This is an optimization exercise on Yosys and OpenROAD, whose aim is small area, not a production implementation.
The RTL was checked by simulation tests, not by an equivalence proof against the original design.

==> flow/design.v, too long to show whole: its modules and the start of the top module <==
// module matched_filter_despreader_sync: 1210 lines
// module mfd_fa: 6 lines
// module mfd_fa1: 6 lines
// module mfd_ha: 6 lines
module matched_filter_despreader_sync (sample_i, sample_q, input_sample_valid,clk,reset,
										despread_sample_i, despread_sample_q, despread_sample_valid);
  // ...
==> flow/flow/run.sh <==
#!/bin/bash
# Own flow: the standard layout, with a leaner clock tree (no dummy loads,
# clusters of about 30 sinks per clkbuf_16) and the smallest buffer on each port.
# The ORFS output goes to standard.log in this folder.
export CTS_ARGS="-sink_clustering_enable -repair_clock_nets -dont_use_dummy_load -buf_list sky130_fd_sc_hd__clkbuf_16 -sink_clustering_size 30 -sink_clustering_max_diameter 80"
export BUFFER_PORTS_ARGS="-buffer_cell sky130_fd_sc_hd__buf_1"
bash standard.sh > standard.log 2>&1
==> flow/standard.sh <==
#!/bin/bash
# synth_recipe.tcl (not shown) runs the flow's synth.tcl, then flattens the netlist and writes it again
# the make line also repeats each setting of config.mk as NAME=value (left out here)
make -C /OpenROAD-flow-scripts/flow DESIGN_CONFIG=/design/flow/config.mk WORK_HOME=/design/flow/orfs CLKGATE_MAP_FILE= SYNTH_SCRIPT=/design/flow/synth_recipe.tcl "${@:-finish}"
==> flow/config.mk <==
export PLATFORM = sky130hd
export DESIGN_NAME = matched_filter_despreader_sync
export DESIGN_NICKNAME = matched_filter_despreader_sync
export VERILOG_FILES = /design/flow/design.v
export SDC_FILE = /design/flow/constraint.sdc
export NUM_CORES = 4
export LEC_CHECK = 0
export CAP_MARGIN = 20
export CORE_MARGIN = 2
export CORE_UTILIZATION = 60
export SLEW_MARGIN = 20
export SYNTH_HIERARCHICAL = 1
==> flow/constraint.sdc <==
create_clock -name core_clock -period 10.0 [get_ports {clk}]
set_input_delay 2.0000 -clock core_clock [delete_from_list [all_inputs] [get_ports {clk}]]
set_output_delay 2.0000 -clock core_clock [all_outputs]
set_load 0.01 [all_outputs]
==> impl_metrics.py, run 1 <==
metrics = {
    "global_routing": {
        "top_usage_layer": "met1",
        "grt-ovfl-total": 0,
        "grt_max_degree": 260,
        "grt_pass1_vias": 18407,
        "antenna_found_initial": 2,
    },
    "final_layout": {
        "multi_input_comb_cells": 1370,
        "inverters": 104,
        "final_common_cell": "dfxtp_1",
        "fill_cells": 3936,
        "drive_gt1_share_pct": 5.57,
        "final_area_mm2": 0.0326,
        "final_cell_mix": "dfxtp_1 (672), a22o_1 (608), fa_1 (406), inv_1 (103), buf_1 (98)",
    },
    "floorplanning": {
        "fp-row-count": 83,
        "start_util_pct": 60.7,
        "tap_cells": 680,
    },
    "sta": {
        "fin_setup_tns_ns": 0,
        "fmax_mhz": 106,
    },
    "critical_path": {
        "rrSetupSlack_ns": 0.55,
        "cpPeakStageDelay_ns": 0.72,
        "cp_max_fo": 11,
        "crit_path_cell_trace": "inv_1, ha_1, nand2b_1, o21ai_1, mux2_2, fa_1, fa_1, fa_1, fa_1, fa_1, fa_1, fa_1, ha_1, fa_1, fa_1, fa_1, fa_1, fa_1, ha_1, ha_1, ha_1, fa_1, fa_1",
        "r2r-start": "cnt[1]$_DFFE_PP0P_",
        "worstRegToRegCells": 23,
    },
    "clock_network": {
        "cts_tree": "yes",
        "clk_pin_slew_ns": 0.10,
        "htreeDepth": 2,
        "cts.repair.resized": 0,
    },
    "logic_synthesis": {
        "synthArstFlopShare_pct": 1.75,
        "synth_common_cells": "dfxtp_1 (672), a22o_1 (608), fa_1 (406), clkbuf_1 (114), inv_1 (103)",
        "synth_compound_area_share_pct": 17.8,
    },
    "run_status": {
        "status": "no timing/DRC/antenna violations",
    },
    "route": {
        "via_per_inst": 6.04,
    },
    "placed_design": {
        "place_area_mm2": 0.0317,
    },
}
==> run 2, diff against run 1 <==
==> flow/flow/run.sh (replaced) <==
#!/bin/bash
# Own flow: the standard layout, with a leaner clock tree (no dummy loads,
# clusters of about 12 sinks per clkbuf_4) and the smallest buffer on each port.
# The ORFS output goes to standard.log in this folder.
export CTS_ARGS="-sink_clustering_enable -repair_clock_nets -dont_use_dummy_load -buf_list sky130_fd_sc_hd__clkbuf_4 -sink_clustering_size 12 -sink_clustering_max_diameter 40"
export BUFFER_PORTS_ARGS="-buffer_cell sky130_fd_sc_hd__buf_1"
bash standard.sh > standard.log 2>&1
==> run 2 against run 1 <==
Worst setup slack got worse by 0.020 ns. Global-route usage rose by 0.28 points. Sequential cell count did not move. Count of clock-buffer cells in the layout rose by 51. Maximum frequency fell by 0.21%. Cell count rose by 1.7%.
==> impl_metrics.py, run 2 <==
metrics = {
    "sta": {
        "fin_crit_ns": 9.47,
        "rsz0062_at_grt": "no",
        "slew_headroom_pct": 27.3,
        "worstMarginPinSlew_ns": 1.09,
        "hold_violations": 0,
        "period_share_pct": 94.7,
        "fin_skew_ns": 0.121,
        "setup_violations": 0,
        "fmax_mhz": 106,
        "finalMaxSlewViolations": 0,
        "fin_setup_tns_ns": 0,
    },
    "critical_path": {
        "critical_path_arrival_ns": 10.14,
        "cp_common_cell": "fa_1",
        "worstSetupPathType": "reg -> reg",
        "cp_max_fo": 11,
        "cpMaxStageDelayCell": "o21ai_1",
        "crit_path_cell_trace": "inv_1, ha_1, nand2b_1, o21ai_1, mux2_2, fa_1, fa_1, fa_1, fa_1, fa_1, fa_1, fa_1, ha_1, fa_1, fa_1, fa_1, fa_1, fa_1, ha_1, ha_1, ha_1, fa_1, fa_1",
        "end_kind": "flip-flop",
        "worstPathRequired_ns": 10.67,
        "cpPeakStageDelay_ns": 0.74,
        "worst_setup_path_start_kind": "flip-flop",
    },
    "route": {
        "vias": 18478,
        "via_per_inst": 6.06,
        "dr.first_iter.drc_count": 1630,
        "ant_nets": 0,
        "dr.pass1.iters": 5,
        "routed_wl_mm": 76.4,
        "wire_per_inst_um": 25.1,
        "drc": 0,
    },
    "logic_synthesis": {
        "yosysUniqueCellTypes": 41,
        "synth_warnings": 7,
        "synthesis.area_mm2": 0.0311,
        "synth_ff_type": "dfxtp_1",
        "synth_area_leaders": "dfxtp_1 (43%), fa_1 (26%), a22o_1 (17%)",
        "netlist_instances": 2348,
        "yosysSeqAreaShare_pct": 44.2,
        "synthArstFlopShare_pct": 1.75,
        "yosysMostFrequentCell": "dfxtp_1",
        "avgSynthCellArea_um2": 13.3,
        "synth-edff-count": 0,
        "yosysTopAreaCellShare_pct": 43.2,
        "synth_nets": 2832,
        "synth-seq-cells": 684,
        "yosys.area.top_type": "dfxtp_1",
        "synth_common_cells": "dfxtp_1 (672), a22o_1 (608), fa_1 (406), clkbuf_1 (114), inv_1 (103)",
    },
    "clock_network": {
        "ctsRootBufferMaster": "clkbuf_4",
        "htreeDepth": 3,
        "cts_tree": "yes",
        "cts.sinks": 684,
        "clk_latency_ns": 0.87,
        "cts.repair.resized": 0,
        "ctsHoldBuffers": 0,
        "clk_pin_slew_ns": 0.11,
        "clockBufferDepth": 3,
        "cts_setup_buffers": 0,
        "cts_made_buffers": 86,
    },
    "hold_path": {
        "hold_path.class": "reg -> reg",
    },
    "placed_design": {
        "gp_congestion": 0.968,
        "hpwl_mm": 59.4,
        "place_area_mm2": 0.0317,
        "io_buffers": 99,
    },
    "floorplanning": {
        "dieWidth_um": 232,
        "fp-row-count": 83,
        "core_area_mm2": 0.0513,
        "ios": 100,
        "die_h_um": 232,
        "die_area_mm2": 0.0537,
        "start_util_pct": 60.7,
    },
    "final_layout": {
        "syn2layout_area_growth_pct": 3.90,
        "final_area_mm2": 0.0323,
        "nets": 2853,
        "top_regs": "ci (320), cq (320)",
        "final_cell_mix": "dfxtp_1 (672), a22o_1 (608), fa_1 (406), inv_1 (103), buf_1 (98)",
        "final_common_cell": "dfxtp_1",
        "drive_gt1_share_pct": 7.56,
    },
    "global_routing": {
        "grt_max_degree": 260,
        "grt_pass1_wl_mm": 117,
        "grt_use_total_pct": 29.5,
        "grt-ovfl-total": 0,
        "antenna_found_initial": 1,
        "grt_pass1_vias": 18873,
    },
    "run_status": {
        "status": "no timing/DRC/antenna violations",
    },
    "job": {
        "cap_viol_max_count": 0,
    },
}
## run 2: Yosys stat by module (local to each module, per instance)
module / cells / flops+latches / cell area, µm² / copies in the design
mfd_fa1: 5 / 0 / 27.5 / 14
matched_filter_despreader_sync: 1848 / 684 / 22300 / 1
mfd_ha: 1 / 0 / 12.5 / 24
mfd_fa: 1 / 0 / 20.0 / 406
## run 2: routing by layer
metal	vias up	global-route usage (%)	wire (µm)
met2	524	42.9	33300
met4	0	7.37	1460
met5	-	0	0
met3	93	5.44	4790
li1	8276	-	-
met1	9585	45.7	36900
## run 2: final timing paths
path / startpoint / depth (start not counted) / end / slack (ns)
worst min-delay path: s1$_DFF_PP0_ / 0 / s2$_DFF_PP0_ / 0.39
worst min register to register: s1$_DFF_PP0_ / 0 / s2$_DFF_PP0_ / 0.39
max in group asynchronous: reset / 2 / s0$_DFF_PP0_ / 8.31
worst max register to register: cnt[1]$_DFFE_PP0P_ / 23 / tq[14]$_DFF_P_ / 0.53
min in group asynchronous: reset / 2 / vout$_DFF_PP0_ / 1.21
worst max-delay path: cnt[1]$_DFFE_PP0P_ / 23 / tq[14]$_DFF_P_ / 0.53
## run 2: area by class of cell
cell class | count | area (µm²)
inverters | 104 | 390
repair buffers | 123 | 578
diodes | 2 | 5.00
clock buffers | 86 | 646
flip-flops and latches | 684 | 13800
multi-input cells | 1370 | 16100
fillers | 3979 | 19000
well taps | 680 | 851
## run 2: stage by stage
step	setup slack [ns]	hold slack [ns]	utilization (%)	std cells
final	0.532	0.386	63.0	3049
after global routing	0.290	0.403	63.0	3048
after CTS	0.586	0.389	63.0	3047
after detailed placement	0.577	0.357	61.8	2961
after global placement	0.787	0.353	61.8	2961
after floorplan	1.46	0.346	-	2348
## run 2: cell families (layout without fill, tap and decap cells)
family,count (synthesis),after routing,synth area share [%]
flops,684,684,44.2
compound gates,640,640,17.8
fa+ha+maj,449,449,27.8
buf+inv,294,313,4.10
simple gates,204,204,3.38
mux,76,76,2.66
xor+xnor,1,1,0.0281
other cells,0,2,0
## run 2: critical path: cells and delay by family (launching register included)
kind            cells  cell delay [ns]
fa+ha+maj          19             7.31
compound gates      1             0.74
flops               1             0.55
mux                 1             0.46
buf+inv             1             0.16
simple gates        1             0.14
==> run 3, diff against run 2 <==
==> flow/flow/run.sh (replaced) <==
#!/bin/bash
# Own flow: the standard layout, with a leaner clock tree (no dummy loads,
# clusters of about 16 sinks per clkbuf_8) and the smallest buffer on each port.
# The ORFS output goes to standard.log in this folder.
export CTS_ARGS="-sink_clustering_enable -repair_clock_nets -dont_use_dummy_load -buf_list sky130_fd_sc_hd__clkbuf_8 -sink_clustering_size 16 -sink_clustering_max_diameter 50"
export BUFFER_PORTS_ARGS="-buffer_cell sky130_fd_sc_hd__buf_1"
bash standard.sh > standard.log 2>&1
--- a/flow/config.mk
+++ b/flow/config.mk
@@ -9,3 +9,3 @@
 export CORE_MARGIN = 2
-export CORE_UTILIZATION = 60
+export CORE_UTILIZATION = 75
 export SLEW_MARGIN = 20
==> run 3 against run 2 <==
Routed wire length is 3.6% higher. Register-to-register slack better by 0.13 ns. Non-clock buffer count is 3 lower. Worst setup slack better by 0.13 ns. Synthesized cell count stayed put. Utilization is 16 points higher. Sequential share of layout area is 0.18 points higher. Critical path depth stayed put. Global-route usage is 8.0 points higher. Clock skew is 0.037 ns lower. Largest cell class unchanged. Highest routed layer unchanged.
==> impl_metrics.py, run 3 <==
metrics = {
    "clock_network": {
        "clk_pin_slew_ns": 0.10,
        "clk_latency_ns": 0.69,
        "cts.sinks": 684,
        "ctsRootBufferMaster": "clkbuf_8",
        "cts_setup_buffers": 0,
        "clockBufferDepth": 3,
        "cts_made_buffers": 53,
        "cts_tree": "yes",
        "htreeDepth": 2,
        "ctsHoldBuffers": 0,
        "cts.repair.resized": 0,
    },
    "logic_synthesis": {
        "yosysTopAreaCellShare_pct": 43.2,
        "synth-seq-cells": 684,
        "synthesis.area_mm2": 0.0311,
        "synth_warnings": 7,
        "synth_nets": 2832,
        "netlist_instances": 2348,
        "synth-edff-count": 0,
        "synth_ff_type": "dfxtp_1",
        "synthArstFlopShare_pct": 1.75,
        "yosys.area.top_type": "dfxtp_1",
        "avgSynthCellArea_um2": 13.3,
        "synth_area_leaders": "dfxtp_1 (43%), fa_1 (26%), a22o_1 (17%)",
        "yosysUniqueCellTypes": 41,
        "yosysSeqAreaShare_pct": 44.2,
        "yosysMostFrequentCell": "dfxtp_1",
        "synth_common_cells": "dfxtp_1 (672), a22o_1 (608), fa_1 (406), clkbuf_1 (114), inv_1 (103)",
    },
    "global_routing": {
        "grt_max_degree": 234,
        "grt_pass1_wl_mm": 122,
        "grt-ovfl-total": 0,
        "antenna_found_initial": 1,
        "grt_pass1_vias": 20039,
        "grt_use_total_pct": 37.5,
    },
    "route": {
        "routed_wl_mm": 79.1,
        "dr.pass1.iters": 6,
        "via_per_inst": 6.72,
        "dr.first_iter.drc_count": 2152,
        "ant_nets": 0,
        "drc": 0,
        "wire_per_inst_um": 27.6,
        "vias": 19232,
    },
    "floorplanning": {
        "die_area_mm2": 0.0431,
        "dieWidth_um": 208,
        "die_h_um": 208,
        "ios": 100,
        "core_area_mm2": 0.0409,
        "fp-row-count": 74,
        "start_util_pct": 76.1,
    },
    "final_layout": {
        "final_common_cell": "dfxtp_1",
        "syn2layout_area_growth_pct": 3.45,
        "fill_cells": 2199,
        "drive_gt1_share_pct": 6.05,
        "nets": 2817,
        "finalCoreUtilization_pct": 78.7,
        "top_regs": "ci (320), cq (320)",
        "n_antenna_cell": 0,
        "final_cell_mix": "dfxtp_1 (672), a22o_1 (608), fa_1 (406), inv_1 (103), buf_1 (98)",
    },
    "critical_path": {
        "cpMaxStageDelayCell": "o21ai_1",
        "worst_setup_path_start_kind": "flip-flop",
        "critical_path_arrival_ns": 9.88,
        "crit_path_cell_trace": "inv_1, ha_1, nand2b_1, o21ai_1, mux2_2, fa_1, fa_1, fa_1, fa_1, fa_1, fa_1, fa_1, ha_1, fa_1, fa_1, fa_1, fa_1, fa_1, ha_1, ha_1, ha_1, fa_1, fa_1",
        "worstPathRequired_ns": 10.54,
        "crit_buf_inv": 1,
        "end_kind": "flip-flop",
        "cp_common_cell": "fa_1",
        "worstSetupPathType": "reg -> reg",
        "cpPeakStageDelay_ns": 0.60,
        "cp_max_fo": 11,
        "path_delay_family": "adder cells",
        "rrSetupSlack_ns": 0.66,
    },
    "sta": {
        "timing.hold.ws_ns": 0.384,
        "fin_setup_tns_ns": 0,
        "period_share_pct": 93.4,
        "slew_headroom_pct": 23.1,
        "setup_violations": 0,
        "worstMarginPinSlew_ns": 1.15,
        "hold_violations": 0,
        "rsz0062_at_grt": "no",
        "finalMaxSlewViolations": 0,
        "fin_crit_ns": 9.34,
        "fin_skew_ns": 0.0840,
        "fmax_mhz": 107,
    },
    "hold_path": {
        "hold_path.class": "reg -> reg",
    },
    "placed_design": {
        "gp_congestion": 0.989,
        "io_buffers": 99,
        "hpwl_mm": 59.1,
    },
    "job": {
        "cap_viol_max_count": 0,
    },
    "run_status": {
        "status": "no timing/DRC/antenna violations",
    },
}
## run 3: final timing paths
kind,from,to,depth (start not counted)
min in group asynchronous,reset,cnt[4]$_DFFE_PP0P_,2
worst min-delay path,s1$_DFF_PP0_,s2$_DFF_PP0_,0
worst max register to register,cnt[1]$_DFFE_PP0P_,ti[14]$_DFF_P_,23
worst min register to register,s1$_DFF_PP0_,s2$_DFF_PP0_,0
max in group asynchronous,reset,cnt[0]$_DFFE_PP0P_,2
worst max-delay path,cnt[1]$_DFFE_PP0P_,ti[14]$_DFF_P_,23
## run 3: per-module statistics from Yosys, one instance, submodules excluded
module,cells inside,flip-flops and latches,copies in the design,cell area [µm²]
matched_filter_despreader_sync,1848,684,1,22300
mfd_fa1,5,0,14,27.5
mfd_fa,1,0,406,20.0
mfd_ha,1,0,24,12.5
## run 3: kinds of logic after synthesis
logic type | count (synthesis) | share of synthesized area (%)
AO/OA/AOI/OAI | 640 | 17.8
XOR/XNOR | 1 | 0.0281
adder cells (fa/ha/maj) | 449 | 27.8
buffers and inverters | 294 | 4.10
flip-flops | 684 | 44.2
multiplexers | 76 | 2.66
AND/OR/NAND/NOR | 204 | 3.38
## run 3: cell type report
class,count,area (µm²),share of cell area (%)
clock buffers,53,729,2.27
multi-input cells,1370,16100,50.0
inverters,104,390,1.21
flip-flops and latches,684,13800,42.7
repair buffers,120,556,1.73
well taps,532,666,2.07
## run 3: routing by layer
layer | track usage [%] | vias up | wire length, µm
li1 | - | 8174 | -
met1 | 55.4 | 9988 | 34100
met2 | 57.7 | 911 | 36300
met3 | 7.46 | 159 | 6440
met4 | 10.1 | 0 | 2300
met5 | 0 | - | 0
## run 3: through the flow
stage | cell area [µm²] | cells | setup WS, ns
floorplan | 31100 | 2348 | 1.46
CTS | 32200 | 2863 | 0.666
global route | 32200 | 2863 | 0.369
finish | 32200 | 2863 | 0.659
global placement | 31500 | 2810 | 0.918
detailed placement | 31500 | 2810 | 0.713
==> run 4, diff against run 3 <==
--- a/flow/config.mk
+++ b/flow/config.mk
@@ -9,3 +9,3 @@
 export CORE_MARGIN = 2
-export CORE_UTILIZATION = 75
+export CORE_UTILIZATION = 60
 export SLEW_MARGIN = 20
==> run 4 against run 3 <==
Critical endpoint is now tq[14]$_DFF_P_. Largest cell class unchanged. Count of clock-buffer cells in the layout is 6 higher. Area after synthesis unchanged. Via count decreased by 4.8%.
==> impl_metrics.py, run 4 <==
metrics = {
    "run_status": {
        "status": "no timing/DRC/antenna violations",
    },
    "clock_network": {
        "clk_latency_ns": 0.72,
        "cts_setup_buffers": 0,
        "cts_tree": "yes",
        "cts.sinks": 684,
        "ctsRootBufferMaster": "clkbuf_8",
        "clk_pin_slew_ns": 0.10,
        "ctsHoldBuffers": 0,
        "htreeDepth": 2,
        "cts.repair.resized": 0,
        "clockBufferDepth": 3,
        "cts_made_buffers": 59,
    },
    "hold_path": {
        "hold_path.class": "reg -> reg",
        "min-delay-start": "s2$_DFF_PP0_",
        "holdPathEnd": "s3$_DFF_PP0_",
        "holdPathStages": 0,
    },
    "route": {
        "dr.pass1.iters": 5,
        "via_per_inst": 6.06,
        "routed_wl_mm": 76.4,
        "wire_per_inst_um": 25.3,
        "drc": 0,
        "dr.first_iter.drc_count": 1589,
        "ant_nets": 0,
        "vias": 18313,
    },
    "logic_synthesis": {
        "yosysTopAreaCellShare_pct": 43.2,
        "yosys.area.top_type": "dfxtp_1",
        "yosysSeqAreaShare_pct": 44.2,
        "synth_area_leaders": "dfxtp_1 (43%), fa_1 (26%), a22o_1 (17%)",
        "synth_warnings": 7,
        "avgSynthCellArea_um2": 13.3,
        "synthArstFlopShare_pct": 1.75,
        "yosysUniqueCellTypes": 41,
        "synthesis.area_mm2": 0.0311,
        "netlist_instances": 2348,
        "synth_nets": 2832,
        "synth-seq-cells": 684,
        "synth_ff_type": "dfxtp_1",
        "synth_common_cells": "dfxtp_1 (672), a22o_1 (608), fa_1 (406), clkbuf_1 (114), inv_1 (103)",
        "synth-edff-count": 0,
        "yosysMostFrequentCell": "dfxtp_1",
    },
    "sta": {
        "fin_crit_ns": 9.45,
        "finalMaxSlewViolations": 0,
        "setup_violations": 0,
        "slew_headroom_pct": 24.3,
        "fin_setup_tns_ns": 0,
        "fin_ws_ns": 0.546,
        "worstMarginPinSlew_ns": 1.14,
        "fmax_mhz": 106,
        "rsz0062_at_grt": "no",
        "period_share_pct": 94.5,
        "fin_skew_ns": 0.0873,
        "hold_violations": 0,
    },
    "placed_design": {
        "place_area_mm2": 0.0317,
        "place_ws_ns": 0.577,
        "gp_congestion": 0.968,
        "hpwl_mm": 59.4,
        "io_buffers": 99,
    },
    "final_layout": {
        "final_area_mm2": 0.0325,
        "finalCoreUtilization_pct": 63.4,
        "nets": 2826,
        "drive_gt1_share_pct": 6.50,
        "final_common_cell": "dfxtp_1",
        "syn2layout_area_growth_pct": 4.44,
        "final_cell_mix": "dfxtp_1 (672), a22o_1 (608), fa_1 (406), inv_1 (103), buf_1 (98)",
        "top_regs": "ci (320), cq (320)",
    },
    "critical_path": {
        "critical_path_arrival_ns": 9.98,
        "end_kind": "flip-flop",
        "cp_max_fo": 11,
        "rr_endpoint": "tq[14]$_DFF_P_",
        "worstRegToRegCells": 23,
        "worst_setup_path_start_kind": "flip-flop",
        "r2r-start": "cnt[1]$_DFFE_PP0P_",
        "rrSetupSlack_ns": 0.55,
        "worstSetupPathType": "reg -> reg",
        "worstPathRequired_ns": 10.53,
    },
    "floorplanning": {
        "fp-row-count": 83,
        "die_area_mm2": 0.0537,
        "core_area_mm2": 0.0513,
        "dieWidth_um": 232,
        "die_h_um": 232,
        "ios": 100,
        "start_util_pct": 60.7,
    },
    "global_routing": {
        "grt_pass1_vias": 18694,
        "grt-ovfl-total": 0,
        "antenna_found_initial": 1,
        "grt_max_degree": 260,
        "grt_pass1_wl_mm": 117,
        "grt_use_total_pct": 29.4,
    },
    "job": {
        "cap_viol_max_count": 0,
    },
}
## run 4: kinds of logic after synthesis
logic type	Yosys count	share of synthesized area, %
xor+xnor	1	0.0281
flops	684	44.2
buf+inv	294	4.10
simple gates	204	3.38
compound gates	640	17.8
fa+ha+maj	449	27.8
mux	76	2.66
## run 4: metal layers
layer,global-route usage (%),vias to the layer above,part of all wire [%]
met5,0,-,0
met4,7.37,0,2.3
met3,4.14,101,5.8
met2,42.8,488,43
met1,46.5,9532,49
li1,-,8192,-
## run 4: per-stage QoR
stage	hold slack [ns]	std cells
final	0.385	3023
after global routing	0.393	3021
after floorplan	0.346	2348
after global placement	0.353	2961
after detailed placement	0.357	2961
after CTS	0.386	3020
## run 4: worst max path at each step
stage                       startpoint             end  slack [ns]  cells after the start
global route        cnt[1]$_DFFE_PP0P_  ti[14]$_DFF_P_        0.27                     23
CTS                 cnt[1]$_DFFE_PP0P_  tq[14]$_DFF_P_        0.58                     23
finish              cnt[1]$_DFFE_PP0P_  tq[14]$_DFF_P_        0.55                     23
detailed placement  cnt[1]$_DFFE_PP0P_  tq[14]$_DFF_P_        0.58                     23
floorplan           cnt[1]$_DFFE_PP0P_  ti[14]$_DFF_P_        1.46                     25
global placement    cnt[1]$_DFFE_PP0P_  tq[14]$_DFF_P_        0.79                     23
## run 4: cell type report
class	count	area, µm²
Tap cell	680	851
Timing Repair Buffer	123	578
Fill cell	3953	18800
Clock buffer	59	812
Inverter	104	390
Sequential cell	684	13800
Antenna cell	3	7.51
Multi-Input combinational cell	1370	16100
## run 4: modules after synthesis (local to each module, per instance)
| module | area (µm²) | copies in the design | cells |
|---|---|---|---|
| matched_filter_despreader_sync | 22300 | 1 | 1848 |
| mfd_fa1 | 27.5 | 14 | 5 |
| mfd_fa | 20.0 | 406 | 1 |
| mfd_ha | 12.5 | 24 | 1 |
## run 4: worst max-delay path: stages (launching register included)
cell and delay (ns):
dfrtp_1 0.55, inv_1 0.16, ha_1 0.21, nand2b_1 0.14, o21ai_1 0.73, mux2_2 0.46
fa_1 0.54, fa_1 0.44, fa_1 0.50, fa_1 0.53, fa_1 0.57, fa_1 0.44
fa_1 0.44, ha_1 0.22, fa_1 0.40, fa_1 0.40, fa_1 0.41, fa_1 0.40
fa_1 0.40, ha_1 0.21, ha_1 0.18, ha_1 0.20, fa_1 0.38, fa_1 0.44

-- port drivers added, routing unchanged --
No port has a modelled driver above. Below, the same layouts with a new extraction and two added sets of constraints. Step 1, drivers: a clkbuf_16 drives clk and a buf_2 each remaining input, both assumed. Step 2 moves the port delays by t, midway between the first and last clock arrival at a register: inputs arrive t later, outputs are due t later. That takes back most of the time a late clock gives input paths. Slacks: ideal ports / drivers / drivers and shift; pairs: ideal ports / drivers.
| run | t, ns | setup slack, ns | clock arrival spread, ns | pins driven straight from the clock port |
|---|---|---|---|---|
| run 1 | 0.615 | 0.552 / 0.552 / 0.552 | 0.097 / 0.098 | 1 |
| run 2 | 0.863 | 0.532 / 0.532 / 0.532 | 0.122 / 0.123 | 1 |
| run 3 | 0.707 | 0.659 / 0.659 / 0.659 | 0.092 / 0.092 | 1 |
| run 4 | 0.726 | 0.546 / 0.546 / 0.546 | 0.099 / 0.099 | 1 |
After both steps every run listed still meets setup and hold.
